Source: an optimization exercise on an open RTL-to-GDS flow (aim: small area). Production flows keep margins and buffers that such runs may drop. RTL that was checked went through simulation tests only; none was proved equivalent to the original. For runs 1 to 4, only the layout was checked, not whether the RTL still works. Power figures rest on the tool's default switching activity, not on a simulated workload.

`design/flow/flow/run.sh`:
```
#!/bin/bash
# The standard layout, with the port buffers made from the smallest buffer cell.
set -euo pipefail
export BUFFER_PORTS_ARGS="-buffer_cell sky130_fd_sc_hd__buf_1"
bash standard.sh > standard.log 2>&1
```
`design/flow/standard.sh`:
```
#!/bin/bash
# synth_recipe.tcl (not shown) runs the flow's synth.tcl, then flattens the netlist and writes it again
# the make line also repeats each setting of config.mk as NAME=value (left out here)
make -C /OpenROAD-flow-scripts/flow DESIGN_CONFIG=/design/flow/config.mk WORK_HOME=/design/flow/orfs CLKGATE_MAP_FILE= SYNTH_SCRIPT=/design/flow/synth_recipe.tcl "${@:-finish}"
```
`design/flow/config.mk`:
```
export PLATFORM = sky130hd
export DESIGN_NAME = DFT
export DESIGN_NICKNAME = DFT
export VERILOG_FILES = /design/flow/design.v
export SDC_FILE = /design/flow/constraint.sdc
export NUM_CORES = 4
export LEC_CHECK = 0
export ABC_AREA = 1
export CAP_MARGIN = 20
export CORE_MARGIN = 2
export CORE_UTILIZATION = 60
export CTS_CLUSTER_DIAMETER = 80
export CTS_CLUSTER_SIZE = 24
export SLEW_MARGIN = 20
```
`design/flow/constraint.sdc`:
```
create_clock -name core_clock -period 12.0 [get_ports {clk}]
set_input_delay 2.4000 -clock core_clock [delete_from_list [all_inputs] [get_ports {clk}]]
set_output_delay 2.4000 -clock core_clock [all_outputs]
set_load 0.01 [all_outputs]
```
`design/flow/design.v`:
```
module DFT( output [31:0] real_value,
            output [31:0] imag_value,
            input [7:0] in,
            input clk, rst );
function [18:0] raddl;
  input [17:0] a, b;
  input ci;
  integer i;
  reg c;
  begin
    c = ci;
    for (i = 0; i < 18; i = i + 1) begin
      raddl[i] = a[i] ^ b[i] ^ c;
      c = (a[i] & b[i]) | (a[i] & c) | (b[i] & c);
    end
    raddl[18] = c;
  end
endfunction
function [7:0] raddh0;
  input [7:0] a, b;
  integer i;
  reg c;
  begin
    c = 1'b0;
    for (i = 0; i < 8; i = i + 1) begin
      raddh0[i] = a[i] ^ b[i] ^ c;
      c = (a[i] & b[i]) | (a[i] & c) | (b[i] & c);
    end
  end
endfunction
function [7:0] raddh1;
  input [7:0] a, b;
  integer i;
  reg c;
  begin
    c = 1'b1;
    for (i = 0; i < 8; i = i + 1) begin
      raddh1[i] = a[i] ^ b[i] ^ c;
      c = (a[i] & b[i]) | (a[i] & c) | (b[i] & c);
    end
  end
endfunction
function [25:0] radd;
  input [25:0] a, b;
  input ci;
  reg [18:0] l;
  begin
    l = raddl(a[17:0], b[17:0], ci);
    radd = {l[18] ? raddh1(a[25:18], b[25:18]) : raddh0(a[25:18], b[25:18]), l[17:0]};
  end
endfunction
function [8:0] radd9;
  input [8:0] a, b;
  input ci;
  integer i;
  reg c;
  begin
    c = ci;
    for (i = 0; i < 9; i = i + 1) begin
      radd9[i] = a[i] ^ b[i] ^ c;
      c = (a[i] & b[i]) | (a[i] & c) | (b[i] & c);
    end
  end
endfunction
function [22:0] tab;
  input [2:0] c;
  input [2:0] d;
  begin
    case (c)
      3'd1: case (d) 3'd1: tab = 23'd1048576; 3'd2: tab = 23'd2097152; 3'd3: tab = 23'd3145728; 3'd4: tab = 23'd4194304; default: tab = 23'd0; endcase
      3'd2: case (d) 3'd1: tab = 23'd968758; 3'd2: tab = 23'd1937516; 3'd3: tab = 23'd2906274; 3'd4: tab = 23'd3875032; default: tab = 23'd0; endcase
      3'd3: case (d) 3'd1: tab = 23'd741456; 3'd2: tab = 23'd1482912; 3'd3: tab = 23'd2224368; 3'd4: tab = 23'd2965824; default: tab = 23'd0; endcase
      3'd4: case (d) 3'd1: tab = 23'd741455; 3'd2: tab = 23'd1482910; 3'd3: tab = 23'd2224365; 3'd4: tab = 23'd2965820; default: tab = 23'd0; endcase
      3'd5: case (d) 3'd1: tab = 23'd401272; 3'd2: tab = 23'd802544; 3'd3: tab = 23'd1203816; 3'd4: tab = 23'd1605088; default: tab = 23'd0; endcase
      3'd6: case (d) 3'd1: tab = 23'd401273; 3'd2: tab = 23'd802546; 3'd3: tab = 23'd1203819; 3'd4: tab = 23'd1605092; default: tab = 23'd0; endcase
      default: tab = 23'd0;
    endcase
  end
endfunction
reg [7:0] lo [0:7];    
reg [7:0] hi [0:7];    
reg [4:0] j;           
reg [3:0] k;           
reg ld;                
reg [25:0] accr, acci;
reg [25:0] outr, outi;
wire ldA = ld & ~k[0] & j[4] & j[0];
wire ldB = ld &  k[0] & ~j[4] & ~j[3] & j[0];
wire ldC = ld &  k[0] & ~j[4] &  j[3] & j[0];
wire ldD = ld &  k[0] &  j[4] & j[0];
integer q;
always @(posedge clk) begin
  lo[0] <= ldA ? in : lo[7];
  lo[1] <= ldB ? in : lo[0];
  hi[0] <= ldC ? in : hi[7];
  hi[1] <= ldD ? in : hi[0];
  for (q = 2; q < 8; q = q + 1) begin
    lo[q] <= lo[q-1];
    hi[q] <= hi[q-1];
  end
end
always @(posedge clk) begin
  if (rst) begin
    j <= 5'd16;
    k <= 4'd14;
    ld <= 1'b1;
  end else if (j == 5'd23) begin
    j <= 5'd0;
    k <= k + 4'd1;
    if (k == 4'd15) ld <= 1'b0;
  end else begin
    j <= j + 5'd1;
  end
end
wire [7:0] a = lo[7];
wire [7:0] b = hi[7];
wire kn0 = k[0] ^ (j == 5'd23);    
wire [8:0] un = radd9({a[7], a}, {b[7], b} ^ {9{kn0}}, kn0);
reg [2:0] n;
always @(*) begin
  case (j[2:0])
    3'd0: n = 3'd3;
    3'd1: n = 3'd4;
    3'd2: n = 3'd0;
    3'd3: n = 3'd5;
    3'd4: n = 3'd1;
    3'd5: n = 3'd6;
    3'd6: n = 3'd2;
    3'd7: n = 3'd7;
  endcase
end
reg [3:0] g;
wire [1:0] pn = (j == 5'd23) ? 2'd0 : (j == 5'd7) ? 2'd1 : (j == 5'd15) ? 2'd2 : j[4:3];
always @(*) begin
  case (pn)
    2'd0: g = {un[2:0], 1'b0};
    2'd1: g = un[5:2];
    default: g = un[8:5];
  endcase
end
reg [2:0] dmn;
reg dnn;
always @(*) begin
  case (g)
    4'd0: begin dmn = 3'd0; dnn = 1'b0; end
    4'd1: begin dmn = 3'd1; dnn = 1'b0; end
    4'd2: begin dmn = 3'd1; dnn = 1'b0; end
    4'd3: begin dmn = 3'd2; dnn = 1'b0; end
    4'd4: begin dmn = 3'd2; dnn = 1'b0; end
    4'd5: begin dmn = 3'd3; dnn = 1'b0; end
    4'd6: begin dmn = 3'd3; dnn = 1'b0; end
    4'd7: begin dmn = 3'd4; dnn = 1'b0; end
    4'd8: begin dmn = 3'd4; dnn = 1'b1; end
    4'd9: begin dmn = 3'd3; dnn = 1'b1; end
    4'd10: begin dmn = 3'd3; dnn = 1'b1; end
    4'd11: begin dmn = 3'd2; dnn = 1'b1; end
    4'd12: begin dmn = 3'd2; dnn = 1'b1; end
    4'd13: begin dmn = 3'd1; dnn = 1'b1; end
    4'd14: begin dmn = 3'd1; dnn = 1'b1; end
    4'd15: begin dmn = 3'd0; dnn = 1'b0; end
  endcase
end
reg [2:0] dm;
reg dn;
always @(posedge clk) begin
  dm <= dmn;
  dn <= dnn;
end
wire [3:0] m = ({4{n[0]}} & k) + ({4{n[1]}} & {k[2:0], 1'b0}) + ({4{n[2]}} & {k[1:0], 2'b00});
wire altc = k[0] & n[1];
wire alt_r = altc & (n[2] == (k[1] ^ k[2]));
wire alt_i = altc & (n[2] != (k[1] ^ k[2]));
reg [2:0] rcn, icn;
reg rsn, isn;
always @(*) begin
  case (m)
    4'd0: begin rsn = 1'b0; rcn = 3'd1; isn = 1'b0; icn = 3'd0; end
    4'd1: begin rsn = 1'b0; rcn = 3'd2; isn = 1'b1; icn = (alt_i ? 3'd6 : 3'd5); end
    4'd2: begin rsn = 1'b0; rcn = (alt_r ? 3'd4 : 3'd3); isn = 1'b1; icn = (alt_i ? 3'd4 : 3'd3); end
    4'd3: begin rsn = 1'b0; rcn = (alt_r ? 3'd6 : 3'd5); isn = 1'b1; icn = 3'd2; end
    4'd4: begin rsn = 1'b0; rcn = 3'd0; isn = 1'b1; icn = 3'd1; end
    4'd5: begin rsn = 1'b1; rcn = (alt_r ? 3'd6 : 3'd5); isn = 1'b1; icn = 3'd2; end
    4'd6: begin rsn = 1'b1; rcn = (alt_r ? 3'd4 : 3'd3); isn = 1'b1; icn = (alt_i ? 3'd4 : 3'd3); end
    4'd7: begin rsn = 1'b1; rcn = 3'd2; isn = 1'b1; icn = (alt_i ? 3'd6 : 3'd5); end
    4'd8: begin rsn = 1'b1; rcn = 3'd1; isn = 1'b0; icn = 3'd0; end
    4'd9: begin rsn = 1'b1; rcn = 3'd2; isn = 1'b0; icn = (alt_i ? 3'd6 : 3'd5); end
    4'd10: begin rsn = 1'b1; rcn = (alt_r ? 3'd4 : 3'd3); isn = 1'b0; icn = (alt_i ? 3'd4 : 3'd3); end
    4'd11: begin rsn = 1'b1; rcn = (alt_r ? 3'd6 : 3'd5); isn = 1'b0; icn = 3'd2; end
    4'd12: begin rsn = 1'b0; rcn = 3'd0; isn = 1'b0; icn = 3'd1; end
    4'd13: begin rsn = 1'b0; rcn = (alt_r ? 3'd6 : 3'd5); isn = 1'b0; icn = 3'd2; end
    4'd14: begin rsn = 1'b0; rcn = (alt_r ? 3'd4 : 3'd3); isn = 1'b0; icn = (alt_i ? 3'd4 : 3'd3); end
    4'd15: begin rsn = 1'b0; rcn = 3'd2; isn = 1'b0; icn = (alt_i ? 3'd6 : 3'd5); end
  endcase
end
wire [2:0] rc = rcn, ic = icn;
wire rs = rsn, is = isn;
wire [22:0] mr = tab(rc, dm);
wire [22:0] mi = tab(ic, dm);
wire nr = dn ^ rs;
wire ni = dn ^ is;
wire first = (j == 5'd0);
wire shift = (j == 5'd8) | (j == 5'd16);
wire [25:0] br = first ? 26'd0  : shift ? {{3{accr[25]}}, accr[25:3]} : accr;
wire [25:0] bi = first ? 26'd63 : shift ? {{3{acci[25]}}, acci[25:3]} : acci;
wire [25:0] sr = radd(br, {3'd0, mr} ^ {26{nr}}, nr);
wire [25:0] si = radd(bi, {3'd0, mi} ^ {26{ni}}, ni);
always @(posedge clk) begin
  accr <= sr;
  acci <= si;
  if (j == 5'd23) begin
    outr <= sr[25:0];
    outi <= si[25:0];
  end
end
assign real_value = {{3{outr[25]}}, outr, 3'b000};
assign imag_value = {{3{outi[25]}}, outi, 3'b000};
endmodule
```
==> run summary, run 1 <==
* Area grow syn2layout at 8.42%
* Max-cap viol count at 0
* Number of port buffers at 67
* Detailed Route WL at 19,500 microns
* Diodes inserted at 0
* Tcrit/Tclk final at 0.946
* DIE WIDTH at 135 microns
* Post-synth EDFFs at 52
* Maximum vdd ir drop at 160 uV
* Pwr Total at roughly 0.0032 W
* Site Rows at 48
* Drt drc at 0
* RSZ-0062 raised after global routing: no
* Full die area at 18,300 sq um
* Max incr delay on CP at 0.54 ns
* Leading cell type in the layout, fill and taps excluded: dfxtp_1
* CP max FO at 6
* Nets at 1,191
* Via-to-Cell Ratio at 5.03
* Filler instances at 1,430
* Setup-failing EPs final at 0
* Seq/Total Area, Yosys at 0.532
* CTS sink cnt at 249
* Core area at approximately 17,000 sq um
* Initial Util at 0.607
* Syn. warnings at 3
* Postcts setup bufs at 0
* Worst slew pin tran at 0.775 ns
* Total grt overflow at 0
* First-pass GRT wire length at roughly 32,000 microns
* TritonRoute pass-1 iters at 4
* Leakage Power at between 5 and 6 nW
* CP Launch Type: flop
* WP data arrival at ~12 ns
* Pin count of the biggest net entering global routing at between 40 and 50
* Cts bufs inserted at 14
* Die Y at 135 microns
* Synth cell types at 43
* Fin crit period at about 11 ns
* Ports at 74
* Avg WL per Cell at 14.6 microns
* Critical Path Sink Type: flop
* H-tree lvl count at 1
* Most frequent cells in the layout: dfxtp_1 (196), inv_1 (155), nand2_1 (150)
* PD cells at 281 nW/um^2
* Final Hold Viols at 0
* Worst min path class: flop to flop
* Fin Setup TNS at 0 ns
* Slew HR at 0.482
* Number of global-route vias before repair at 6,469
* Synth Cell Area at 10,400 sq um
* Via Count at 6,736
* Worst-path cell with the longest stage delay: fa_1
* Longest Clk Path Bufs at 3
* Share of cells above drive strength 1 at 0.0798
* CTS tree: yes
* CTS root buf: clkbuf_16
* Antenna violations before repair at 0
* F_max at 88.1 MHz
* GPL Wtd Cong at 0.922
* Crit path kind: flop to flop
* Max-slew violations at 0
* DP Wirelength at 14,600 microns
* Req. time, crit path at 12.25 ns
* Overall Global Routing Usage at 0.221
* Clock transition at path regs at 0.09 ns
* Final Skew at 0.0131 ns
* Post-Synthesis Cells at 1,047
* Flops & latches, synth at 249
* Ys async rst share at 0
* Syn_area_per_cell at just under 10 sq um
* Status: timing/DRC/antenna clean
* Clk latency of the worst-skew pair at 0.49 ns
* Drt initial violations at between 300 and 400
* Worst path most repeated cell: fa_1
* Antenna viol nets, final at 0
* Top FF cell, synth: dfxtp_1
## synthesized netlist by cell type, drive strengths merged, types with 2 or more instances
cell	n	share of area
xnor2	28	0.024
edfxtp	52	0.15
a21oi	33	0.016
o21ai	78	0.039
buf	18	0.011
o2111ai	6	0.0057
inv	167	0.061
nand3b	3	0.0025
xor2	43	0.036
nand4	2	0.0012
fa	42	0.081
ha	30	0.036
nand2	171	0.068
nor3	3	0.0014
o211ai	8	0.0058
nand3	58	0.031
nor2	76	0.030
or2	7	0.0042
dfxtp	197	0.38
o221ai	3	0.0025
clkbuf	16	0.0058
## worst max-delay path, delay by kind of cell (launching register included)
family / cells / cell delay, ns
AOI/OAI and AO/OA: 2 / 0.32
xor gates and xnor gates: 1 / 0.19
adders and majority gates: 19 / 8.48
buffers and inverters: 5 / 0.38
DFF: 1 / 0.43
and+or+nand+nor: 17 / 1.30
## final timing paths
path,startpoint,endpoint,slack [ns],cells after the start
worst max register to register,k[0],outr[25],0.65,44
worst min register to register,hi[4][5],hi[5][5],0.32,0
worst min-delay path,hi[4][5],hi[5][5],0.32,0
worst max-delay path,k[0],outr[25],0.65,44
## layer usage
metal,share of wire,GRT usage,vias to the layer above
met4,0.020,0.0567,0
met5,0,0,-
met1,0.45,0.287,3186
li1,-,-,3390
met3,0.043,0.0352,26
met2,0.49,0.387,134
## kinds of logic (layout without fill, tap and decap cells)
| logic type | after synthesis | count (layout) | share of synthesized area |
|---|---|---|---|
| AND/OR/NAND/NOR | 320 | 320 | 0.138 |
| flip-flops | 249 | 249 | 0.532 |
| buffers and inverters | 201 | 264 | 0.0778 |
| AO/OA/AOI/OAI | 131 | 131 | 0.0717 |
| adder cells (fa/ha/maj) | 72 | 72 | 0.117 |
| XOR/XNOR | 71 | 71 | 0.0608 |
| multiplexers | 2 | 2 | 0.00205 |
| other | 1 | 6 | 0.000362 |
## where the power goes
group	internal (W)	switching [W]
Combinational	0.000547	0.000886
Clock	0.000237	0.000255
Sequential	0.00117	0.0000633
Total	0.00195	0.00120
## metrics by stage
step	area (sq um)	hold slack [ns]	utilization	setup WS, ns	std cells
detailed placement	10800	0.312	0.633	0.553	1318
floorplan	10400	0.310	-	1.00	1052
global placement	10800	0.309	0.633	0.692	1318
global route	11200	0.328	0.658	0.0354	1340
CTS	11200	0.325	0.658	0.480	1340
finish	11200	0.322	0.658	0.654	1340
## flip-flops by register name, summed over array words and instances, names as in the netlist
name / cells
dn: 1
lo: 64
acci: 26
ld: 1
j: 5
accr: 26
k: 4
hi: 64
n: 3
outi: 26
outr: 26
dm: 3
## what timing repair did
| item | CTS | global route |
|---|---|---|
| endpoints found under the hold margin | 0 | 0 |
| hold buffers | 0 | 0 |
| gates resized for setup | 0 | 3 |
| setup endpoints to repair | 0 | 3 |
## layout make-up
class	instances	area [sq um]	area share
sequential	249	5510	0.491
multi-input combinational	602	4080	0.363
inverter	167	629	0.0561
clock buffer	19	400	0.0357
timing repair buffer	75	312	0.0278
tap	225	282	0.0251
clock inverter	3	18.8	0.00167
==> inputs of run 2 (changes only) <==
--- a/design/flow/design.v
+++ b/design/flow/design.v
@@ -4,4 +4,4 @@
             input clk, rst );
-function [18:0] raddl;
-  input [17:0] a, b;
+function [21:0] raddl;
+  input [20:0] a, b;
   input ci;
@@ -11,3 +11,3 @@
     c = ci;
-    for (i = 0; i < 18; i = i + 1) begin
+    for (i = 0; i < 21; i = i + 1) begin
       raddl[i] = a[i] ^ b[i] ^ c;
@@ -15,7 +15,7 @@
     end
-    raddl[18] = c;
-  end
-endfunction
-function [7:0] raddh0;
-  input [7:0] a, b;
+    raddl[21] = c;
+  end
+endfunction
+function [4:0] raddh0;
+  input [4:0] a, b;
   integer i;
@@ -24,3 +24,3 @@
     c = 1'b0;
-    for (i = 0; i < 8; i = i + 1) begin
+    for (i = 0; i < 5; i = i + 1) begin
       raddh0[i] = a[i] ^ b[i] ^ c;
@@ -30,4 +30,4 @@
 endfunction
-function [7:0] raddh1;
-  input [7:0] a, b;
+function [4:0] raddh1;
+  input [4:0] a, b;
   integer i;
@@ -36,3 +36,3 @@
     c = 1'b1;
-    for (i = 0; i < 8; i = i + 1) begin
+    for (i = 0; i < 5; i = i + 1) begin
       raddh1[i] = a[i] ^ b[i] ^ c;
@@ -45,6 +45,6 @@
   input ci;
-  reg [18:0] l;
-  begin
-    l = raddl(a[17:0], b[17:0], ci);
-    radd = {l[18] ? raddh1(a[25:18], b[25:18]) : raddh0(a[25:18], b[25:18]), l[17:0]};
+  reg [21:0] l;
+  begin
+    l = raddl(a[20:0], b[20:0], ci);
+    radd = {l[21] ? raddh1(a[25:21], b[25:21]) : raddh0(a[25:21], b[25:21]), l[20:0]};
   end
==> run 2 against run 1 <==
Compared with the run above: still clean; wire length is 0.73% lower; sequential share of layout area up 1.2 points; first-iteration DRC count is 22% lower; hold slack lost 0.0024 ns; global-route usage grew 0.50 points; count of clock-buffer cells in the layout is 1 higher; largest cell class unchanged.
==> run summary, run 2 <==
* Synth area leaders: dfxtp_1 (39%), edfxtp_1 (15%), fa_1 (9.5%), nand2_1 (5.7%), inv_1 (4.9%)
* Fin Setup TNS at 0 ns (unchanged)
* Leading cell type in the layout, fill and taps excluded: dfxtp_1
* Syn_area_per_cell at 10.2 sq um (+3.5%)
* Synth cell count leaders: dfxtp_1 (197), nand2_1 (153), inv_1 (132)
* Initial Util at 0.611 (+0.00416)
* PD cells at 317 nW/um^2 (+13%)
* Worst min path class: flop to flop
* Crit path kind: flop to flop
* Number of global-route vias before repair at 6,498 (+0.45%)
* Drt initial violations at 274 (-22%)
* Worst path most repeated cell: fa_1
* Ys async rst share at 0 (unchanged)
* Maximum vdd ir drop at 160 uV (about the same)
* Clk latency of the worst-skew pair at 0.48 ns (about the same)
* Req. time, crit path at 12.23 ns (-0.02 ns)
* F_max at 87.4 MHz (-0.89%)
* GPL Wtd Cong at 0.960 (+4.0%)
* Via Count at 6,456 (-4.2%)
* Max incr delay on CP at 0.54 ns (about the same)
* Synth Cell Area at 10,100 sq um (-2.5%)
* CTS root buf: clkbuf_16
* Die Y at 134 microns (-1.2%)
* Total grt overflow at 0 (unchanged)
* Worst slew pin tran at 0.733 ns (-0.0422 ns)
* DP Wirelength at 14,400 microns (-1.6%)
* Ports at 74 (unchanged)
* Avg WL per Cell at 15.2 microns (+4.3%)
* Most frequent cell after synthesis: dfxtp_1
* H-tree lvl count at 1 (unchanged)
* Postcts setup bufs at 0 (unchanged)
* Site Rows at 47 (-2.1%)
* Post-synth top area share at 0.390 (+0.00958)
* Synth cell types at 33 (-23%)
* Setup-failing EPs final at 0 (unchanged)
* Slew HR at 0.510 (+0.0285)
* Antenna viol nets, final at 0 (unchanged)
* Top FF cell, synth: dfxtp_1
* Nets at 1,131 (-5.0%)
* CP max FO at 7 (+1)
* Fin crit period at 11.45 ns (+0.102 ns)
* Largest registers: hi (64), lo (64)
* Final Hold Viols at 0 (unchanged)
* Share of cells above drive strength 1 at 0.0795 (-0.000275)
* TritonRoute pass-1 iters at 4 (unchanged)
* WP data arrival at 11.68 ns (+0.09 ns)
* Area grow syn2layout at 8.66%
* Critical Path Sink Type: flop
* Seq/Total Area, Yosys at 0.545 (+0.0134)
* Antenna violations before repair at 0 (unchanged)
* Core area at 16,500 sq um (-3.1%)
* Register Area at 5510 sq um (+0.14%)
* Drt drc at 0 (unchanged)
* Via-to-Cell Ratio at 5.06 (+0.65%)
* Clock transition at path regs at 0.09 ns (about the same)
* Longest Clk Path Bufs at 3 (unchanged)
* Flops & latches, synth at 249 (unchanged)
* Leading area contributor after synthesis: dfxtp_1
* Area of the multi-input gates at 3910 sq um (-4.1%)
* Most frequent cells in the layout: dfxtp_1 (192), nand2_1 (151), inv_1 (131)
* RSZ-0062 raised after global routing: no
* Max-slew violations at 0 (unchanged)
* CP Launch Type: flop
* Full die area at 17,900 sq um (-2.4%)
* Leakage Power at 4.87 nW (-3.0%)
* Diodes inserted at 0 (unchanged)
* CTS sink cnt at 249 (unchanged)
* Worst-path cell with the longest stage delay: fa_1
* Cts bufs inserted at 14 (unchanged)
* First-pass GRT wire length at 32,000 microns (about the same)
* Syn. warnings at 3 (unchanged)
* Filler instances at 1,329 (-7.1%)
* Status: timing/DRC/antenna clean
* Pin count of the biggest net entering global routing at 51 (+24%)
* Tcrit/Tclk final at 0.954 (+0.00849)
* Pwr Total at 0.00347 W (+10%)
* Number of port buffers at 67 (unchanged)
* Post-synth EDFFs at 52 (unchanged)
* Post-Synthesis Cells at 987 (-5.7%)
* Overall Global Routing Usage at 0.226 (+0.00503)
* Final Skew at 0.0119 ns (-0.00120 ns)
* Detailed Route WL at 19,400 microns (-0.73%)
* Max-cap viol count at 0 (unchanged)
* DIE WIDTH at 134 microns (-1.2%)
* CTS tree: yes
* Hold buffer count at CTS at 0 (unchanged)
==> run 2: changes by cell type after synthesis, moves of 4 or more <==
cell,change
nor2_1,-15
nand3_1,-18
fa_1,+6
ha_1,-6
o21ai_0,-12
xor2_1,-6
a21oi_1,+5
o211ai_1,+14
nor3_1,+4
inv_1,-23
or2_2,-5
==> run 2: logic make-up (layout without fill, tap and decap cells) <==
kind of cell / count (synthesis) / count (layout) / synth area share
AOI/OAI and AO/OA: 135 / 135 / 0.0754
xor gates and xnor gates: 66 / 66 / 0.0572
adders and majority gates: 72 / 72 / 0.125
buffers and inverters: 178 / 242 / 0.0719
DFF: 249 / 249 / 0.545
muxes: 1 / 1 / 0.000991
other: 1 / 6 / 0.000371
and+or+nand+nor: 285 / 285 / 0.124
==> run 2: per-stage QoR <==
stage / instance area [sq um] / hold WS (ns) / utilization / setup slack, ns / std cells
after floorplan: 10100 / 0.310 / - / 0.677 / 992
after global placement: 10500 / 0.310 / 0.637 / 0.307 / 1253
after detailed placement: 10500 / 0.312 / 0.637 / 0.0290 / 1253
after CTS: 10900 / 0.320 / 0.663 / 0.0836 / 1276
after global routing: 11000 / 0.323 / 0.664 / 0.0384 / 1276
final: 11000 / 0.319 / 0.664 / 0.552 / 1276
==> run 2: final timing paths <==
| kind | start | end | slack [ns] | depth (start not counted) |
|---|---|---|---|---|
| worst max-delay path | k[0] | outr[25] | 0.55 | 40 |
| worst min-delay path | lo[2][6] | lo[3][6] | 0.32 | 0 |
| worst max register to register | k[0] | outr[25] | 0.55 | 40 |
| worst min register to register | lo[2][6] | lo[3][6] | 0.32 | 0 |
==> run 2: routing by layer <==
| layer | global-route usage | wire (microns) | part of all wire | vias up |
|---|---|---|---|---|
| met1 | 0.283 | 8410 | 0.43 | 3041 |
| met2 | 0.399 | 9760 | 0.50 | 135 |
| met4 | 0.0845 | 570 | 0.029 | 0 |
| met3 | 0.0304 | 670 | 0.035 | 40 |
| li1 | - | - | - | 3240 |
| met5 | 0 | 0 | 0 | - |
==> run 2: layout make-up <==
class	instances	share of cell area
timing repair buffer	76	0.0291
sequential	249	0.502
multi-input combinational	565	0.357
inverter	143	0.0491
tap	220	0.0251
clock buffer	20	0.0359
clock inverter	3	0.00182
==> run 2: what timing repair did <==
| action | 4_1_cts | 5_1_grt |
|---|---|---|
| endpoints found under the setup margin | 1 | 8 |
| hold endpoints to repair | 0 | 0 |
| gates resized for setup | 1 | 14 |
| pin swaps | 0 | 1 |
==> run 2: report_power, final <==
| group | switching (W) | internal [W] | leakage (nW) |
|---|---|---|---|
| combinational | 0.00107 | 0.000641 | 2.55 |
| sequential | 0.0000583 | 0.00122 | 2.11 |
| clock | 0.000250 | 0.000233 | 0.204 |
| total | 0.00138 | 0.00209 | 4.87 |
==> run 2: critical path, delay by kind of cell (launching register included) <==
family                   cells  cell delay (ns)
adder cells (fa/ha/maj)     22             9.13
AND/OR/NAND/NOR             12             0.93
flip-flops                   1             0.39
buffers and inverters        4             0.29
AO/OA/AOI/OAI                1             0.21
XOR/XNOR                     1             0.20
==> inputs of run 3 (changes only) <==
--- a/design/flow/config.mk
+++ b/design/flow/config.mk
@@ -11,4 +11,4 @@
 export CORE_UTILIZATION = 60
-export CTS_CLUSTER_DIAMETER = 80
-export CTS_CLUSTER_SIZE = 24
+export CTS_CLUSTER_DIAMETER = 120
+export CTS_CLUSTER_SIZE = 28
 export SLEW_MARGIN = 20
==> run 3 against run 2 <==
Compared with the run above: clock skew increased by 0.0076 ns; critical path type unchanged; hold slack improved by 0.0034 ns; design area decreased by 0.56%; first-iteration DRC count decreased by 9.5%; combinational power about the same; die area unchanged; area after synthesis unchanged; sequential power about the same; still clean; wire length decreased by 0.94%; count of clock-buffer cells in the layout decreased by 1.
==> run summary, run 3 <==
* Postcts setup bufs at 0 (unchanged)
* CTS tree: yes
* Slew HR at 0.505 (-0.00482)
* Synth Cell Area at 10,100 sq um (unchanged)
* Post-synth top area share at 0.390 (unchanged)
* Comb pwr share at 0.498 (+0.005)
* PD cells at 314 nW/um^2 (-0.86%)
* Top FF cell, synth: dfxtp_1
* CP Buf/Inv Count at 4 (unchanged)
* Full die area at 17,900 sq um (unchanged)
* Synth area leaders: dfxtp_1 (39%), edfxtp_1 (15%), fa_1 (9.5%), nand2_1 (5.7%), inv_1 (4.9%)
* Req. time, crit path at 12.24 ns (about the same)
* CP Launch Type: flop
* Post-synth EDFFs at 52 (unchanged)
* F_max at 87.5 MHz (+0.12%)
* Number of global-route vias before repair at 6,429 (-1.1%)
* Core area at 16,500 sq um (unchanged)
* Worst-path cell with the longest stage delay: fa_1
* Max incr delay on CP at 0.55 ns (about the same)
* CP max FO at 7 (unchanged)
* Post-synthesis xor/xnor area fraction at 0.0572 (unchanged)
* Status: timing/DRC/antenna clean
* Initial Util at 0.611 (unchanged)
* Number of port buffers at 67 (unchanged)
* Critical Path Sink Type: flop
* Pint at 0.00206 W (-1.5%)
* GPL Wtd Cong at 0.960 (unchanged)
* Max-cap viol count at 0 (unchanged)
* Most frequent cell after synthesis: dfxtp_1
* Via-to-Cell Ratio at 5.05 (-0.26%)
* Via Count at 6,424 (-0.50%)
* Cts bufs inserted at 12 (-2)
* Post-synthesis simple-gate area fraction at 0.124 (unchanged)
* Overall Global Routing Usage at 0.223 (-0.00223)
* Share of cells above drive strength 1 at 0.0760 (-0.00357)
* Drt initial violations at 248 (-9.5%)
* Ports at 74 (unchanged)
* Seq/Total Area, Yosys at 0.545 (unchanged)
* Fin Setup TNS at 0 ns (unchanged)
* H-tree lvl count at 1 (unchanged)
* WHS at 0.323 ns (+0.00342 ns)
* Fin crit period at 11.43 ns (-0.0135 ns)
* RSZ-0062 raised after global routing: no
* Crit path kind: flop to flop
* Clock share of power at 0.129 (-0.010)
* Die Y at 134 microns (unchanged)
* Ys async rst share at 0 (unchanged)
* CTS sink cnt at 249 (unchanged)
* Area grow syn2layout at 8.05%
* Final Skew at 0.0194 ns (+0.00756 ns)
* Filler instances at 1,331 (+0.15%)
* DIE WIDTH at 134 microns (unchanged)
* Nets at 1,129 (-0.18%)
* Final design area excluding fillers at 10,900 sq um (-0.56%)
* Max-slew violations at 0 (unchanged)
* Hold buffer count at CTS at 0 (unchanged)
* Clk latency of the worst-skew pair at 0.48 ns (about the same)
* Site Rows at 47 (unchanged)
* First-pass GRT wire length at 31,600 microns (-1.3%)
* Detailed Route WL at 19,200 microns (-0.94%)
* Leakage Power at 4.84 nW (-0.67%)
* Avg WL per Cell at 15.1 microns (-0.71%)
* WP data arrival at 11.68 ns (about the same)
* Leading area contributor after synthesis: dfxtp_1
* Pin count of the biggest net entering global routing at 51 (unchanged)
* Clock transition at path regs at 0.12 ns (+0.03 ns)
* Synth Area in Compound Gates at 0.0754 (unchanged)
* Flops & latches, synth at 249 (unchanged)
* Sequential Power Share at 0.373 (+0.005)
* Post-Synthesis Cells at 987 (unchanged)
* Total grt overflow at 0 (unchanged)
* Drt drc at 0 (unchanged)
* Area after DPL at 10,500 sq um (unchanged)
* Setup-failing EPs final at 0 (unchanged)
* Multiplexer area fraction after synthesis at 0.000991 (unchanged)
* DP Wirelength at 14,400 microns (unchanged)
* Switching Fraction at 0.398 (+0.000748)
* Worst min path class: flop to flop
* Sw Pwr at 0.00136 W (-1.2%)
* Worst path most repeated cell: fa_1
* Syn_area_per_cell at 10.2 sq um (unchanged)
* Worst slew pin tran at 0.740 ns (+0.00721 ns)
* TritonRoute pass-1 iters at 4 (unchanged)
* Adder-cell area share of the yosys netlist at 0.125 (unchanged)
* Most frequent cells in the layout: dfxtp_1 (192), nand2_1 (151), inv_1 (131)
* Antenna viol nets, final at 0 (unchanged)
* CTS root buf: clkbuf_16
* Diodes inserted at 0 (unchanged)
* Syn. warnings at 3 (unchanged)
* Synth cell types at 33 (unchanged)
* Longest Clk Path Bufs at 3 (unchanged)
* Maximum vdd ir drop at 200 uV (+25%)
* Tcrit/Tclk final at 0.953 (-0.00112)
* Synth cell count leaders: dfxtp_1 (197), nand2_1 (153), inv_1 (132)
* Final Hold Viols at 0 (unchanged)
* Leading cell type in the layout, fill and taps excluded: dfxtp_1
* Largest registers: hi (64), lo (64)
* CP delay by family, top: adder cells
* Largest family of logic cells by synthesized area: adder cells
* Antenna violations before repair at 0 (unchanged)
run 3: changes by cell type in the layout (fill, tap and decap cells not counted):
cell / change
clkbuf_16: -2
clkbuf_1: +1
inv_4: -1
inv_6: -1
run 3: logic make-up after synthesis:
kind of cell | after synthesis
flops | 249
fa+ha+maj | 72
other cells | 1
xor+xnor | 66
mux | 1
simple gates | 285
buf+inv | 178
compound gates | 135
run 3: layer usage:
layer | GRT usage | wire, microns | part of all wire | vias up
li1 | - | - | - | 3237
met1 | 0.278 | 8110 | 0.42 | 3029
met2 | 0.396 | 9740 | 0.51 | 124
met3 | 0.0301 | 787 | 0.041 | 34
met4 | 0.0857 | 586 | 0.030 | 0
met5 | 0 | 0 | 0 | -
run 3: what timing repair did:
action | 4_1_cts | 5_1_grt
endpoints found under the setup margin | 1 | 8
pin swaps | 0 | 2
gates cloned | 0 | 0
gates resized for setup | 1 | 14
hold endpoints to repair | 0 | 0
run 3: cell type report:
type | instances | area, sq um | share of cell area
inverter | 143 | 539 | 0.0494
tap | 220 | 275 | 0.0252
clock inverter | 1 | 5.00 | 0.000459
clock buffer | 19 | 348 | 0.0319
timing repair buffer | 76 | 319 | 0.0292
multi-input combinational | 565 | 3910 | 0.359
sequential | 249 | 5510 | 0.505
run 3: worst register-to-register path, delay by kind of cell (launching register included):
kind	cells	cell delay [ns]
AO/OA/AOI/OAI	1	0.08
buffers and inverters	4	0.30
adder cells (fa/ha/maj)	22	9.18
AND/OR/NAND/NOR	14	1.08
flip-flops	1	0.40
XOR/XNOR	1	0.19
run 3: power by group through the flow:
stage / clock network, W / logic (W) / registers [W]
2_1_floorplan: 0 / 0.00128 / 0.00128
3_3_place_gp: 0 / 0.00166 / 0.00130
3_5_place_dp: 0 / 0.00173 / 0.00130
4_1_cts: 0.000453 / 0.00173 / 0.00128
5_1_grt: 0.000481 / 0.00197 / 0.00129
6_report: 0.000441 / 0.00171 / 0.00128
run 3: final timing paths:
path | slack [ns] | startpoint | end | depth (start not counted)
hold reg to reg | 0.32 | hi[6][0] | hi[7][0] | 0
setup / recovery | 0.57 | k[0] | outr[25] | 42
hold / removal | 0.32 | hi[6][0] | hi[7][0] | 0
setup reg to reg | 0.57 | k[0] | outr[25] | 42
run 3: per-stage QoR:
step | power [W] | util | worst slack (ns) | cells
floorplan | 0.00256 | - | 0.677 | 992
global placement | 0.00296 | 0.637 | 0.307 | 1253
detailed placement | 0.00302 | 0.637 | 0.0290 | 1253
CTS | 0.00346 | 0.659 | 0.0479 | 1273
global route | 0.00375 | 0.660 | 0.0433 | 1273
finish | 0.00343 | 0.660 | 0.565 | 1273
==> inputs of run 4 (changes only) <==
--- a/design/flow/design.v
+++ b/design/flow/design.v
@@ -4,4 +4,4 @@
             input clk, rst );
-function [21:0] raddl;
-  input [20:0] a, b;
+function [25:0] radd;
+  input [25:0] a, b;
   input ci;
@@ -11,40 +11,6 @@
     c = ci;
-    for (i = 0; i < 21; i = i + 1) begin
-      raddl[i] = a[i] ^ b[i] ^ c;
+    for (i = 0; i < 26; i = i + 1) begin
+      radd[i] = a[i] ^ b[i] ^ c;
       c = (a[i] & b[i]) | (a[i] & c) | (b[i] & c);
     end
-    raddl[21] = c;
-  end
-endfunction
-function [4:0] raddh0;
-  input [4:0] a, b;
-  integer i;
-  reg c;
-  begin
-    c = 1'b0;
-    for (i = 0; i < 5; i = i + 1) begin
-      raddh0[i] = a[i] ^ b[i] ^ c;
-      c = (a[i] & b[i]) | (a[i] & c) | (b[i] & c);
-    end
-  end
-endfunction
-function [4:0] raddh1;
-  input [4:0] a, b;
-  integer i;
-  reg c;
-  begin
-    c = 1'b1;
-    for (i = 0; i < 5; i = i + 1) begin
-      raddh1[i] = a[i] ^ b[i] ^ c;
-      c = (a[i] & b[i]) | (a[i] & c) | (b[i] & c);
-    end
-  end
-endfunction
-function [25:0] radd;
-  input [25:0] a, b;
-  input ci;
-  reg [21:0] l;
-  begin
-    l = raddl(a[20:0], b[20:0], ci);
-    radd = {l[21] ? raddh1(a[25:21], b[25:21]) : raddh0(a[25:21], b[25:21]), l[20:0]};
   end
--- a/design/flow/config.mk
+++ b/design/flow/config.mk
@@ -11,4 +11,4 @@
 export CORE_UTILIZATION = 60
-export CTS_CLUSTER_DIAMETER = 120
-export CTS_CLUSTER_SIZE = 28
+export CTS_CLUSTER_DIAMETER = 80
+export CTS_CLUSTER_SIZE = 24
 export SLEW_MARGIN = 20
==> run 4 against run 3 <==
Compared with the run above: still clean on timing, DRC and antenna; fmax decreased by 0.55%; clock skew about the same; final cell count increased by 6.1%; first-iteration DRC count increased by 47%; register-to-register slack got worse by 0.06 ns; global-route usage decreased by 0.87 points; via count increased by 4.0%; worst setup slack got worse by 0.063 ns; critical path depth increased by 1.
==> run summary, run 4 <==
* Status: timing/DRC/antenna clean
* Diodes inserted at 0 (unchanged)
* Max-slew violations at 0 (unchanged)
* CTS root buf: clkbuf_16
* Die Y at 135 microns (+0.71%)
* Reg2Reg Launch Point: k[0]
* Synth area leaders: dfxtp_1 (38%), edfxtp_1 (15%), fa_1 (11%), nand2_1 (7.1%), inv_1 (6.1%)
* RSZ-0062 raised after global routing: no
* Maximum vdd ir drop at 163 uV (-18%)
* Crit path kind: flop to flop
* Clk latency of the worst-skew pair at 0.48 ns (about the same)
* Layout Utilization at 0.674 (+0.0132)
* Number of global-route vias before repair at 6,548 (+1.9%)
* Antenna viol nets, final at 0 (unchanged)
* Final Skew at 0.0194 ns (-0.00000390 ns)
* Longest Clk Path Bufs at 3 (unchanged)
* R2r endpoint: outr[25]
* Post-synth top area share at 0.385 (-0.00563)
* H-tree lvl count at 1 (unchanged)
* Most frequent cells in the layout: dfxtp_1 (196), nand2_1 (194), inv_1 (167)
* Cts bufs inserted at 14 (+2)
* Drt drc at 0 (unchanged)
* First-pass GRT wire length at 31,200 microns (-1.2%)
* Worst slew pin tran at 0.728 ns (-0.0125 ns)
* Total grt overflow at 0 (unchanged)
* F_max at 87.0 MHz (-0.55%)
* Flop-to-flop setup slack at 0.50 ns (-0.06 ns)
* Clock transition at path regs at 0.09 ns (-0.03 ns)
* WHS at 0.320 ns (-0.00301 ns)
* Number of port buffers at 67 (unchanged)
* Min-delay src: hi[3][6]
* Site Rows at 47 (unchanged)
* Hold Path End: hi[4][6]
* Full die area at 18,100 sq um (+1.4%)
* Area grow syn2layout at 9.39%
* Top FF cell, synth: dfxtp_1
* Critical Path Sink Type: flop
* PD cells at 295 nW/um^2 (-6.1%)
* Tcrit/Tclk final at 0.958 (+0.00527)
* Leading cell type in the layout, fill and taps excluded: dfxtp_1
* Nets at 1,205 (+6.7%)
* Ports at 74 (unchanged)
* Synth cell count leaders: dfxtp_1 (197), nand2_1 (195), inv_1 (167)
* Worst min path class: flop to flop
* Worst path most repeated cell: fa_1
* Worst-path cell with the longest stage delay: fa_1
* Req. time, crit path at 12.25 ns (about the same)
* Via Count at 6,678 (+4.0%)
* Hold Crit Depth at 0 (unchanged)
* Core area at 16,600 sq um (+0.71%)
* CTS sink cnt at 249 (unchanged)
* Final WS setup at 0.502 ns (-0.0633 ns)
* Detailed Route WL at 18,800 microns (-2.2%)
* WP data arrival at 11.75 ns (+0.07 ns)
* Seq/Total Area, Yosys at 0.537 (-0.00785)
* Most frequent cell after synthesis: dfxtp_1
* Leakage Power at 5.10 nW (+5.4%)
* Hold buffer count at CTS at 0 (unchanged)
* Setup-failing EPs final at 0 (unchanged)
* Ys async rst share at 0 (unchanged)
* Synth Cell Area at 10,200 sq um (+1.5%)
* Leading area contributor after synthesis: dfxtp_1
* Slew HR at 0.515 (+0.00952)
* Avg WL per Cell at 13.9 microns (-7.8%)
* Final Hold Viols at 0 (unchanged)
* Syn_area_per_cell at 9.71 sq um (-5.1%)
* Area after DPL at 10,700 sq um (+1.7%)
* Initial Util at 0.616 (+0.00455)
* TritonRoute pass-1 iters at 6 (+2)
* Largest registers: hi (64), lo (64)
* DP Wirelength at 13,900 microns (-3.4%)
* Max incr delay on CP at 0.53 ns (-0.02 ns)
* Pin count of the biggest net entering global routing at 57 (+12%)
* FF-to-FF path depth at 43 (+2.4%)
* Share of cells above drive strength 1 at 0.0698 (-0.00612)
* Drt initial violations at 365 (+47%)
* Overall Global Routing Usage at 0.215 (-0.00866)
* Fin crit period at 11.50 ns (+0.0633 ns)
* CTS tree: yes
* Syn. warnings at 3 (unchanged)
* Via-to-Cell Ratio at 4.94 (-2.0%)
* Synth cell types at 39 (+18%)
* Post-synth EDFFs at 52 (unchanged)
* GPL Wtd Cong at 0.923 (-3.8%)
* Flops & latches, synth at 249 (unchanged)
* DIE WIDTH at 135 microns (+0.71%)
* Post-Synthesis Cells at 1,055 (+6.9%)
* Max-cap viol count at 0 (unchanged)
* Antenna violations before repair at 0 (unchanged)
* Final design area excluding fillers at 11,200 sq um (+2.7%)
* CP Launch Type: flop
* Dpl ws at -0.0791 ns (-0.108 ns)
* CP max FO at 6 (-1)
## run 4: cell type report
cell class,count,area [sq um]
well taps,220,275
flip-flops and latches,249,5510
clock buffers,20,394
multi-input cells,595,3930
repair buffers,91,432
inverters,174,653
clock inverters,2,21.3
fillers,1376,5430
## run 4: repair_timing
item,in CTS,in global routing
pin swaps,1,0
resized for setup,3,14
setup endpoints to repair,1,4
buffers inserted,1,0
## run 4: worst max-delay path, delay by kind of cell (launching register included)
family | cells | cell delay (ns)
AOI/OAI and AO/OA | 2 | 0.20
xor gates and xnor gates | 1 | 0.08
adders and majority gates | 26 | 9.64
buffers and inverters | 6 | 0.35
DFF | 1 | 0.34
and+or+nand+nor | 8 | 0.67
## run 4: kinds of logic after synthesis
logic type | count (synthesis) | synth area share
simple gates | 356 | 0.147
mux | 1 | 0.000977
compound gates | 125 | 0.0675
fa+ha+maj | 70 | 0.126
buf+inv | 216 | 0.0889
xor+xnor | 37 | 0.0316
flops | 249 | 0.537
other cells | 1 | 0.000366
## run 4: routing by layer
layer	track usage	vias up	wire, microns
met4	0.0725	0	513
met1	0.272	3095	8070
met5	0	-	0
met3	0.0297	39	798
met2	0.380	144	9420
li1	-	3400	-
## run 4: how the worst max path moves through the flow
stage | slack (ns) | cells after the start | to | startpoint
5_1_grt | 0.02 | 46 | outr[25] | n[2]
3_3_place_gp | 0.15 | 41 | outr[25] | n[1]
4_1_cts | 0.06 | 43 | outr[25] | n[1]
3_5_place_dp | -0.08 | 41 | outr[25] | n[1]
6_report | 0.50 | 43 | outr[25] | k[0]
2_1_floorplan | 0.14 | 42 | outr[25] | k[0]
## run 4: through the flow
| stage | setup TNS [ns] | power (W) | cells |
|---|---|---|---|
| 2_1_floorplan | 0 | 0.00242 | 1060 |
| 3_3_place_gp | 0 | 0.00280 | 1328 |
| 3_5_place_dp | -0.0791 | 0.00284 | 1328 |
| 4_1_cts | 0 | 0.00333 | 1351 |
| 5_1_grt | 0 | 0.00362 | 1351 |
| 6_report | 0 | 0.00331 | 1351 |
## run 4: where the power goes
part	internal (W)	leakage [nW]	total [W]	switching, W
registers	0.00120	2.11	0.00125	0.0000531
clock network	0.000233	0.202	0.000487	0.000254
logic	0.000587	2.78	0.00157	0.000982
==> inputs of run 5 (changes only) <==
--- a/design/flow/design.v
+++ b/design/flow/design.v
@@ -4,2 +4,40 @@
             input clk, rst );
+function [22:0] raddl;
+  input [21:0] a, b;
+  input ci;
+  integer i;
+  reg c;
+  begin
+    c = ci;
+    for (i = 0; i < 22; i = i + 1) begin
+      raddl[i] = a[i] ^ b[i] ^ c;
+      c = (a[i] & b[i]) | (a[i] & c) | (b[i] & c);
+    end
+    raddl[22] = c;
+  end
+endfunction
+function [3:0] raddh0;
+  input [3:0] a, b;
+  integer i;
+  reg c;
+  begin
+    c = 1'b0;
+    for (i = 0; i < 4; i = i + 1) begin
+      raddh0[i] = a[i] ^ b[i] ^ c;
+      c = (a[i] & b[i]) | (a[i] & c) | (b[i] & c);
+    end
+  end
+endfunction
+function [3:0] raddh1;
+  input [3:0] a, b;
+  integer i;
+  reg c;
+  begin
+    c = 1'b1;
+    for (i = 0; i < 4; i = i + 1) begin
+      raddh1[i] = a[i] ^ b[i] ^ c;
+      c = (a[i] & b[i]) | (a[i] & c) | (b[i] & c);
+    end
+  end
+endfunction
 function [25:0] radd;
@@ -7,10 +45,6 @@
   input ci;
-  integer i;
-  reg c;
-  begin
-    c = ci;
-    for (i = 0; i < 26; i = i + 1) begin
-      radd[i] = a[i] ^ b[i] ^ c;
-      c = (a[i] & b[i]) | (a[i] & c) | (b[i] & c);
-    end
+  reg [22:0] l;
+  begin
+    l = raddl(a[21:0], b[21:0], ci);
+    radd = {l[22] ? raddh1(a[25:22], b[25:22]) : raddh0(a[25:22], b[25:22]), l[21:0]};
   end
==> run 5 against run 4 <==
Compared with the run above: still clean on timing, DRC and antenna; clock power about the same; flip-flop and latch count unchanged; synthesized cell count shrank 8.4%; worst setup slack gained 0.090 ns; core utilization down 0.97 points; sequential share of layout area up 1.3 points; via count shrank 2.2%; critical path depth down 4; design area is 2.5% lower; count of clock-buffer cells in the layout grew 1; sequential power is essentially flat; register-to-register slack gained 0.09 ns; largest cell class unchanged; highest routed layer unchanged.
==> run summary, run 5 <==
* Status: timing/DRC/antenna clean
* Site Rows at 47 (unchanged)
* Max-cap viol count at 0 (unchanged)
* Nets at 1,113 (-7.6%)
* WP data arrival at 11.64 ns (-0.11 ns)
* Overall Global Routing Usage at 0.238 (+0.0232)
* Post-synth EDFFs at 52 (unchanged)
* Critical Path Sink Type: flop
* Syn_area_per_cell at 10.4 sq um (+7.0%)
* Setup-failing EPs final at 0 (unchanged)
* Hold buffer count at CTS at 0 (unchanged)
* CTS sink cnt at 249 (unchanged)
* Clock transition at path regs at 0.09 ns (about the same)
* Die Y at 133 microns (-0.98%)
* Diodes inserted at 0 (unchanged)
* Maximum vdd ir drop at 170 uV (+4.3%)
* DIE WIDTH at 133 microns (-0.98%)
* Fin crit period at 11.41 ns (-0.0902 ns)
* Leading cell type in the layout, fill and taps excluded: dfxtp_1
* Tcrit/Tclk final at 0.951 (-0.00752)
* CP Launch Type: flop
* Max incr delay on CP at 0.53 ns (about the same)
* Number of port buffers at 67 (unchanged)
* Register Area at 5510 sq um (+0.14%)
* Largest registers: hi (64), lo (64)
* Synth area leaders: dfxtp_1 (39%), edfxtp_1 (16%), fa_1 (10%), nand2_1 (5.5%), inv_1 (5.0%)
* DP Wirelength at 15,000 microns (+8.1%)
* Avg WL per Cell at 16.2 microns (+17%)
* Leading area contributor after synthesis: dfxtp_1
* Most frequent cell after synthesis: dfxtp_1
* WHS at 0.322 ns (+0.00232 ns)
* Syn. warnings at 3 (unchanged)
* Via-to-Cell Ratio at 5.19 (+5.1%)
* Synth cell types at 43 (+10%)
* Via Count at 6,529 (-2.2%)
* F_max at 87.7 MHz (+0.79%)
* Final Skew at 0.0157 ns (-0.00372 ns)
* Ports at 74 (unchanged)
* Full die area at 17,800 sq um (-2.0%)
* CTS root buf: clkbuf_16
* Crit path kind: flop to flop
* Layout Utilization at 0.664 (-0.00965)
* Antenna violations before repair at 0 (unchanged)
* Worst path most repeated cell: fa_1
* Synth cell count leaders: dfxtp_1 (197), nand2_1 (147), inv_1 (133)
* Clock share of power at 0.149 (+0.002)
* Switching Fraction at 0.386 (-0.00379)
* Pin count of the biggest net entering global routing at 56 (-1.8%)
* Leakage Power at 4.84 nW (-5.0%)
* First-pass GRT wire length at 33,700 microns (+8.1%)
* Longest Clk Path Bufs at 3 (unchanged)
* H-tree lvl count at 1 (unchanged)
* Core area at 16,500 sq um (-1.1%)
* Max-slew violations at 0 (unchanged)
* Area grow syn2layout at 8.87%
* Worst slew pin tran at 0.756 ns (+0.0284 ns)
* Area of the multi-input gates at 3830 sq um (-2.4%)
* Share of cells above drive strength 1 at 0.0694 (-0.000419)
* Fin Setup TNS at 0 ns (unchanged)
* Final Hold Viols at 0 (unchanged)
* Pint at 0.00200 W (-0.85%)
* RSZ-0062 raised after global routing: no
* GPL Wtd Cong at 0.892 (-3.4%)
* Post-Synthesis Cells at 966 (-8.4%)
* Seq/Total Area, Yosys at 0.548 (+0.0110)
* CP max FO at 6 (unchanged)
* Antenna viol nets, final at 0 (unchanged)
* TritonRoute pass-1 iters at 8 (+2)
* Ys async rst share at 0 (unchanged)
* Cts bufs inserted at 14 (unchanged)
* Final design area excluding fillers at 10,900 sq um (-2.5%)
* Sequential Power Share at 0.386 (+0.008)
* Slew HR at 0.494 (-0.0204)
* Req. time, crit path at 12.24 ns (about the same)
* Top FF cell, synth: dfxtp_1
* Clk latency of the worst-skew pair at 0.48 ns (about the same)
* Flops & latches, synth at 249 (unchanged)
* Area after DPL at 10,500 sq um (-2.3%)
* Drt drc at 0 (unchanged)
* Sw Pwr at 0.00126 W (-2.4%)
* Number of global-route vias before repair at 6,815 (+4.1%)
* Filler instances at 1,277 (-7.2%)
* Total grt overflow at 0 (unchanged)
* Initial Util at 0.610 (-0.00594)
* Most frequent cells in the layout: dfxtp_1 (192), nand2_1 (146), inv_1 (133)
* Post-synth top area share at 0.393 (+0.00791)
* Detailed Route WL at 20,400 microns (+8.6%)
* Synth Cell Area at 10,000 sq um (-2.0%)
* Worst-path cell with the longest stage delay: fa_1
* CTS tree: yes
* Drt initial violations at 340 (-6.8%)
* PD cells at 298 nW/um^2 (+1.0%)
* Comb pwr share at 0.464 (-0.011)
* Worst min path class: flop to flop
[run 5: kinds of logic after synthesis]
kind of cell    Yosys count  synth area share
flops                   249             0.548
fa+ha+maj                72             0.127
mux                       1          0.000997
buf+inv                 181            0.0761
simple gates            254             0.103
xor+xnor                 66            0.0594
other cells               1          0.000373
compound gates          142            0.0846
[run 5: routing by layer]
metal / vias to the layer above / wire [microns] / track usage
met1: 3140 / 8110 / 0.279
met3: 49 / 778 / 0.0282
met2: 163 / 11000 / 0.452
met4: 0 / 578 / 0.0774
li1: 3177 / - / -
met5: - / 0 / 0
[run 5: power by group through the flow]
stage          combinational (W)  sequential [W]  clock [W]
6_report                 0.00151         0.00126   0.000487
5_1_grt                  0.00176         0.00127   0.000524
4_1_cts                  0.00151         0.00126   0.000495
3_5_place_dp             0.00150         0.00127          0
3_3_place_gp             0.00142         0.00127          0
2_1_floorplan            0.00113         0.00126          0
[run 5: stage by stage]
step | total power, W | std cells | worst slack, ns
after detailed placement | 0.00278 | 1235 | 0.00308
after global routing | 0.00356 | 1257 | 0.0605
after CTS | 0.00326 | 1257 | 0.0490
after floorplan | 0.00239 | 971 | 0.452
after global placement | 0.00269 | 1235 | 0.246
final | 0.00326 | 1257 | 0.592
[run 5: worst paths after layout]
path / depth (start not counted) / to / slack (ns) / from
hold reg to reg: 0 / hi[4][0] / 0.32 / hi[3][0]
setup / recovery: 39 / outr[25] / 0.59 / n[2]
setup reg to reg: 39 / outr[25] / 0.59 / n[2]
hold / removal: 0 / hi[4][0] / 0.32 / hi[3][0]
[run 5: repair_timing]
action / CTS / global route
hold endpoints to repair: 0 / 0
buffers inserted: 0 / 0
pin swaps: 0 / 1
setup endpoints to repair: 1 / 9
gates resized for setup: 1 / 15
[run 5: worst max-delay path: cells and delay by family, from the launching register on]
kind	cells	cell delay, ns
adder cells (fa/ha/maj)	23	9.09
AND/OR/NAND/NOR	8	0.68
AO/OA/AOI/OAI	3	0.43
flip-flops	1	0.36
buffers and inverters	4	0.35
XOR/XNOR	1	0.24
[run 5: cell type report]
type / count / area share
Clock inverter: 1 / 0.00149
Timing Repair Buffer: 80 / 0.0319
Clock buffer: 21 / 0.0364
Sequential cell: 249 / 0.504
Inverter: 145 / 0.0500
Tap cell: 220 / 0.0252
Multi-Input combinational cell: 541 / 0.351
==> inputs of run 6 (changes only) <==
--- a/design/flow/config.mk
+++ b/design/flow/config.mk
@@ -11,4 +11,4 @@
 export CORE_UTILIZATION = 60
-export CTS_CLUSTER_DIAMETER = 80
-export CTS_CLUSTER_SIZE = 24
+export CTS_CLUSTER_DIAMETER = 120
+export CTS_CLUSTER_SIZE = 31
 export SLEW_MARGIN = 20
==> run 6 against run 5 <==
Compared with the run above: still clean; flip-flop and latch count did not move; final cell count fell by 0.16%; sequential share of layout area rose by 0.17 points; largest cell class unchanged.
==> run summary, run 6 <==
* Status: timing/DRC/antenna clean
* Clock transition at path regs at 0.12 ns (+0.03 ns)
* Nets at 1,111 (-0.18%)
* Top FF cell, synth: dfxtp_1
* Tcrit/Tclk final at 0.950 (about the same)
* Req. time, crit path at 12.26 ns (+0.02 ns)
* First-pass GRT wire length at 34,100 microns (+1.2%)
* Diodes inserted at 0 (unchanged)
* Slew HR at 0.478 (-0.0161)
* Largest registers: hi (64), lo (64)
* Avg WL per Cell at 16.6 microns (+2.4%)
* Post-Synthesis Cells at 966 (unchanged)
* CP max FO at 6 (unchanged)
* RSZ-0062 raised after global routing: no
* Clk latency of the worst-skew pair at 0.49 ns (about the same)
* Final Skew at 0.0348 ns (+0.0191 ns)
* Detailed Route WL at 20,900 microns (+2.2%)
* Most frequent cells in the layout: dfxtp_1 (192), nand2_1 (146), inv_1 (133)
* Synth cell count leaders: dfxtp_1 (197), nand2_1 (147), inv_1 (133)
* H-tree lvl count at 1 (unchanged)
* Synth area leaders: dfxtp_1 (39%), edfxtp_1 (16%), fa_1 (10%), nand2_1 (5.5%), inv_1 (5.0%)
* Fin crit period at 11.41 ns (-0.00207 ns)
* Die Y at 133 microns (unchanged)
* Via-to-Cell Ratio at 5.22 (+0.45%)
* WP data arrival at 11.66 ns (+0.02 ns)
* Number of port buffers at 67 (unchanged)
* Drt initial violations at 359 (+5.6%)
* Hold buffer count at CTS at 0 (unchanged)
* Leading area contributor after synthesis: dfxtp_1
* Overall Global Routing Usage at 0.242 (+0.00441)
* Sw Pwr at 0.00126 W (about the same)
* Ports at 74 (unchanged)
* Cts bufs inserted at 12 (-2)
* Full die area at 17,800 sq um (unchanged)
* Antenna violations before repair at 0 (unchanged)
* Max incr delay on CP at 0.53 ns (about the same)
* TritonRoute pass-1 iters at 5 (-3)
* Seq/Total Area, Yosys at 0.548 (unchanged)
* Leakage Power at 4.82 nW (-0.42%)
* Worst slew pin tran at 0.780 ns (+0.0240 ns)
* Pint at 0.00197 W (-1.3%)
* Worst min path class: flop to flop
* Core area at 16,500 sq um (unchanged)
* Setup-failing EPs final at 0 (unchanged)
* CTS tree: yes
* Number of global-route vias before repair at 6,867 (+0.76%)
* Drt drc at 0 (unchanged)
* Crit path kind: flop to flop
* Site Rows at 47 (unchanged)
* Leading cell type in the layout, fill and taps excluded: dfxtp_1
* Ys async rst share at 0 (unchanged)
* Most frequent cell after synthesis: dfxtp_1
* Max-cap viol count at 0 (unchanged)
* Fin Setup TNS at 0 ns (unchanged)
* Longest Clk Path Bufs at 3 (unchanged)
* Comb pwr share at 0.468 (+0.004)
* DIE WIDTH at 133 microns (unchanged)
* Synth cell types at 43 (unchanged)
* Maximum vdd ir drop at 179 uV (+5.5%)
* F_max at 87.7 MHz (about the same)
* WHS at 0.309 ns (-0.0132 ns)
* Max-slew violations at 0 (unchanged)
* PD cells at 297 nW/um^2 (-0.45%)
* Post-synth top area share at 0.393 (unchanged)
* Pwr Total at 0.00323 W (-0.78%)
* Post-synth EDFFs at 52 (unchanged)
* Share of cells above drive strength 1 at 0.0676 (-0.00180)
* Worst-path cell with the longest stage delay: fa_1
* GPL Wtd Cong at 0.892 (unchanged)
* Area grow syn2layout at 8.51%
* Final Hold Viols at 0 (unchanged)
* Antenna viol nets, final at 0 (unchanged)
* Critical Path Sink Type: flop
* CP Launch Type: flop
* CTS root buf: clkbuf_16
* Pin count of the biggest net entering global routing at 56 (unchanged)
* Switching Fraction at 0.389 (+0.00319)
* Syn_area_per_cell at 10.4 sq um (unchanged)
* Sequential Power Share at 0.390 (+0.004)
* Clock share of power at 0.143 (-0.006)
* CTS sink cnt at 249 (unchanged)
* Total grt overflow at 0 (unchanged)
* Flops & latches, synth at 249 (unchanged)
* Syn. warnings at 3 (unchanged)
* Worst path most repeated cell: fa_1
* DP Wirelength at 15,000 microns (unchanged)
* Layout Utilization at 0.662 (-0.00220)
* Synth Cell Area at 10,000 sq um (unchanged)
* Initial Util at 0.610 (unchanged)
* Via Count at 6,548 (+0.29%)
run 6: cell types whose count changed in the layout (fill, tap and decap cells not counted), sizes merged:
cell and delta:
clkinv +1, inv -1, clkbuf -2
run 6: power groups by stage:
| stage | Clock, W | Sequential, W | Combinational, W |
|---|---|---|---|
| after CTS | 0.000470 | 0.00126 | 0.00151 |
| after detailed placement | 0 | 0.00127 | 0.00150 |
| after global placement | 0 | 0.00127 | 0.00142 |
| final | 0.000461 | 0.00126 | 0.00151 |
| after global routing | 0.000496 | 0.00127 | 0.00176 |
| after floorplan | 0 | 0.00126 | 0.00113 |
run 6: area by class of cell:
| class | instances | area, sq um |
|---|---|---|
| fill | 1280 | 5570 |
| sequential | 249 | 5510 |
| multi-input combinational | 541 | 3830 |
| inverter | 145 | 547 |
| timing repair buffer | 80 | 349 |
| clock buffer | 19 | 348 |
| tap | 220 | 275 |
| clock inverter | 1 | 30.0 |
run 6: per-layer routing:
metal,up-vias,GRT usage,part of all wire,wire length [microns]
met2,174,0.460,0.54,11200
met1,3163,0.283,0.40,8350
met5,-,0,0,0
met3,43,0.0274,0.036,755
li1,3168,-,-,-
met4,0,0.0833,0.026,538
run 6: kinds of logic (layout without fill, tap and decap cells):
logic type / count (synthesis) / in the layout / share of synthesized area
AO/OA/AOI/OAI: 142 / 142 / 0.0846
XOR/XNOR: 66 / 66 / 0.0594
adder cells (fa/ha/maj): 72 / 72 / 0.127
buffers and inverters: 181 / 245 / 0.0761
flip-flops: 249 / 249 / 0.548
multiplexers: 1 / 1 / 0.000997
other: 1 / 6 / 0.000373
AND/OR/NAND/NOR: 254 / 254 / 0.103
run 6: final timing paths:
check,cells past startpoint,slack (ns),from,end
setup reg to reg,39,0.59,n[2],outr[25]
hold / removal,0,0.31,hi[6][7],hi[7][7]
setup / recovery,39,0.59,n[2],outr[25]
hold reg to reg,0,0.31,hi[6][7],hi[7][7]
run 6: stage by stage:
stage / setup WS (ns) / instance area, sq um / cells
5_1_grt: 0.0443 / 10900 / 1255
6_report: 0.594 / 10900 / 1255
3_5_place_dp: 0.00308 / 10500 / 1235
3_3_place_gp: 0.246 / 10500 / 1235
2_1_floorplan: 0.452 / 10100 / 971
4_1_cts: 0.0397 / 10900 / 1255
run 6: what timing repair did:
| action | in CTS | in global routing |
|---|---|---|
| pin swaps | 0 | 1 |
| buffers inserted | 0 | 0 |
| setup endpoints to repair | 1 | 9 |
| gates resized for setup | 1 | 15 |
run 6: worst max-delay path, delay by kind of cell (launching register included):
family	cells	cell delay (ns)
compound gates	3	0.42
xor+xnor	1	0.24
fa+ha+maj	23	9.10
buf+inv	4	0.35
flops	1	0.37
simple gates	8	0.68
==> inputs of run 7 (changes only) <==
--- a/design/flow/config.mk
+++ b/design/flow/config.mk
@@ -12,3 +12,3 @@
 export CTS_CLUSTER_DIAMETER = 120
-export CTS_CLUSTER_SIZE = 31
+export CTS_CLUSTER_SIZE = 28
 export SLEW_MARGIN = 20
==> run 7 against run 6 <==
Compared with the run above: area after synthesis stayed put; clock skew decreased by 0.013 ns; via count decreased by 1.1%; largest cell class unchanged; flip-flop and latch count is the same; non-clock buffer count did not move; highest routed layer unchanged.
==> run summary, run 7 <==
* F_max at 87.6 MHz (about the same)
* Highest Signal Layer: met4
* Post-Synthesis Cells at 966 (unchanged)
* Top FF cell, synth: dfxtp_1
* Site Rows at 47 (unchanged)
* Worst slew pin tran at 0.764 ns (-0.0165 ns)
* Flops & latches, synth at 249 (unchanged)
* Diodes inserted at 0 (unchanged)
* GPL Wtd Cong at 0.892 (unchanged)
* Final Skew at 0.0220 ns (-0.0128 ns)
* Antenna viol nets, final at 0 (unchanged)
* Post-synth EDFFs at 52 (unchanged)
* Status: timing/DRC/antenna clean
* Critical Path Sink Type: flop
* Die Y at 133 microns (unchanged)
* Most frequent cell after synthesis: dfxtp_1
* First-pass GRT wire length at 33,500 microns (-1.9%)
* Cts bufs inserted at 12 (unchanged)
* Slew HR at 0.489 (+0.0110)
* Pin count of the biggest net entering global routing at 56 (unchanged)
* Nets at 1,111 (unchanged)
* Longest Clk Path Bufs at 3 (unchanged)
* Antenna violations before repair at 0 (unchanged)
* Max-slew violations at 0 (unchanged)
* Via Count at 6,479 (-1.1%)
* Met2 wire length at 10,800 microns (-3.7%)
* Tcrit/Tclk final at 0.951 (about the same)
* Synth area leaders: dfxtp_1 (39%), edfxtp_1 (16%), fa_1 (10%), nand2_1 (5.5%), inv_1 (5.0%)
* Hold buffer count at CTS at 0 (unchanged)
* Synth cell count leaders: dfxtp_1 (197), nand2_1 (147), inv_1 (133)
* Via-to-Cell Ratio at 5.17 (-0.90%)
* Synth Cell Area at 10,000 sq um (unchanged)
* PD cells at 294 nW/um^2 (-0.78%)
* Syn. warnings at 3 (unchanged)
* Max-cap viol count at 0 (unchanged)
* Syn_area_per_cell at 10.4 sq um (unchanged)
* Leading cell type in the layout, fill and taps excluded: dfxtp_1
* CP max FO at 6 (unchanged)
* Full die area at 17,800 sq um (unchanged)
* Maximum vdd ir drop at 174 uV (-2.7%)
* H-tree lvl count at 1 (unchanged)
* Max incr delay on CP at 0.53 ns (about the same)
* Ys async rst share at 0 (unchanged)
* Share of cells above drive strength 1 at 0.0678 (+0.000131)
* Dpl ws at 0.00308 ns (unchanged)
* Postcts setup bufs at 0 (unchanged)
* DP Wirelength at 15,000 microns (unchanged)
* Post-synth top area share at 0.393 (unchanged)
* Fin Setup TNS at 0 ns (unchanged)
* Overall Global Routing Usage at 0.237 (-0.00572)
* Largest registers: hi (64), lo (64)
* Setup-failing EPs final at 0 (unchanged)
* Flop-to-flop setup slack at 0.59 ns (about the same)
* Detailed Route WL at 20,200 microns (-3.2%)
* Crit path kind: flop to flop
* FF-to-FF path depth at 39 (unchanged)
* Avg WL per Cell at 16.1 microns (-3.0%)
* Hold Path End: lo[5][6]
* Worst min path class: flop to flop
* Final Hold Viols at 0 (unchanged)
* Seq/Total Area, Yosys at 0.548 (unchanged)
* Total grt overflow at 0 (unchanged)
* Worst-path cell with the longest stage delay: fa_1
* Min-delay src: lo[4][6]
* RSZ-0062 raised after global routing: no
* Core area at 16,500 sq um (unchanged)
* Drt drc at 0 (unchanged)
* Number of port buffers at 67 (unchanged)
* Clock transition at path regs at 0.10 ns (-0.02 ns)
* Clk latency of the worst-skew pair at 0.49 ns (about the same)
* R2r endpoint: outr[25]
-- run 7: cell count changes in the layout (fill, tap and decap cells not counted) --
| cell | delta |
|---|---|
| clkinv_16 | -1 |
| clkbuf_16 | -1 |
| clkinv_2 | +1 |
| clkinv_8 | +1 |
| clkbuf_1 | -2 |
-- run 7: per-layer routing --
| metal | track usage | vias to the layer above |
|---|---|---|
| met5 | 0 | - |
| met4 | 0.0904 | 0 |
| met3 | 0.0266 | 46 |
| met2 | 0.441 | 148 |
| met1 | 0.280 | 3114 |
| li1 | - | 3171 |
-- run 7: logic make-up after synthesis --
family | Yosys count | synth area share
compound gates | 142 | 0.0846
flops | 249 | 0.548
fa+ha+maj | 72 | 0.127
mux | 1 | 0.000997
simple gates | 254 | 0.103
other cells | 1 | 0.000373
buf+inv | 181 | 0.0761
xor+xnor | 66 | 0.0594
-- run 7: how the worst max path moves through the flow --
stage / start / endpoint / slack, ns / depth (start not counted)
2_1_floorplan: k[0] / outr[25] / 0.45 / 41
3_3_place_gp: k[1] / outr[25] / 0.25 / 40
3_5_place_dp: k[1] / outr[25] / 0.003 / 41
4_1_cts: k[1] / outr[25] / 0.05 / 41
5_1_grt: n[2] / outr[25] / 0.04 / 45
6_report: n[2] / outr[25] / 0.59 / 39
-- run 7: layout make-up --
class,instances,area (sq um)
clock inverter,2,21.3
multi-input combinational,541,3830
inverter,145,547
clock buffer,16,315
sequential,249,5510
fill,1288,5610
tap,220,275
timing repair buffer,80,349
-- run 7: timing repair --
action,CTS,global route
gates cloned,0,0
pin swaps,0,1
endpoints found under the setup margin,1,9
gates resized for setup,1,15
-- run 7: worst max-delay path: cells and delay by family (launching register included) --
family	cells	cell delay, ns
buffers and inverters	4	0.35
and+or+nand+nor	8	0.68
xor gates and xnor gates	1	0.24
DFF	1	0.37
AOI/OAI and AO/OA	3	0.42
adders and majority gates	23	9.09
-- run 7: power by group --
| part | total, W | internal [W] | switching [W] |
|---|---|---|---|
| logic | 0.00150 | 0.000566 | 0.000937 |
| clock network | 0.000433 | 0.000189 | 0.000244 |
| registers | 0.00126 | 0.00120 | 0.0000620 |
| total | 0.00319 | 0.00195 | 0.00124 |
-- run 7: per-stage QoR --
step                cells  utilization  hold slack [ns]  cell area [sq um]  total power (W)
floorplan             971            -            0.310              10100          0.00239
global placement     1235        0.636            0.311              10500          0.00269
detailed placement   1235        0.636            0.313              10500          0.00278
CTS                  1253        0.657            0.326              10800          0.00320
global route         1253        0.659            0.328              10900          0.00350
finish               1253        0.659            0.322              10900          0.00319

Setup slack of run 7, layout unchanged: 0.585 ns with ideal ports, 0.585 ns with driving cells assumed (clock clkbuf_16, inputs buf_2), 0.585 ns with port delays also shifted by the 0.528 ns mid clock arrival.
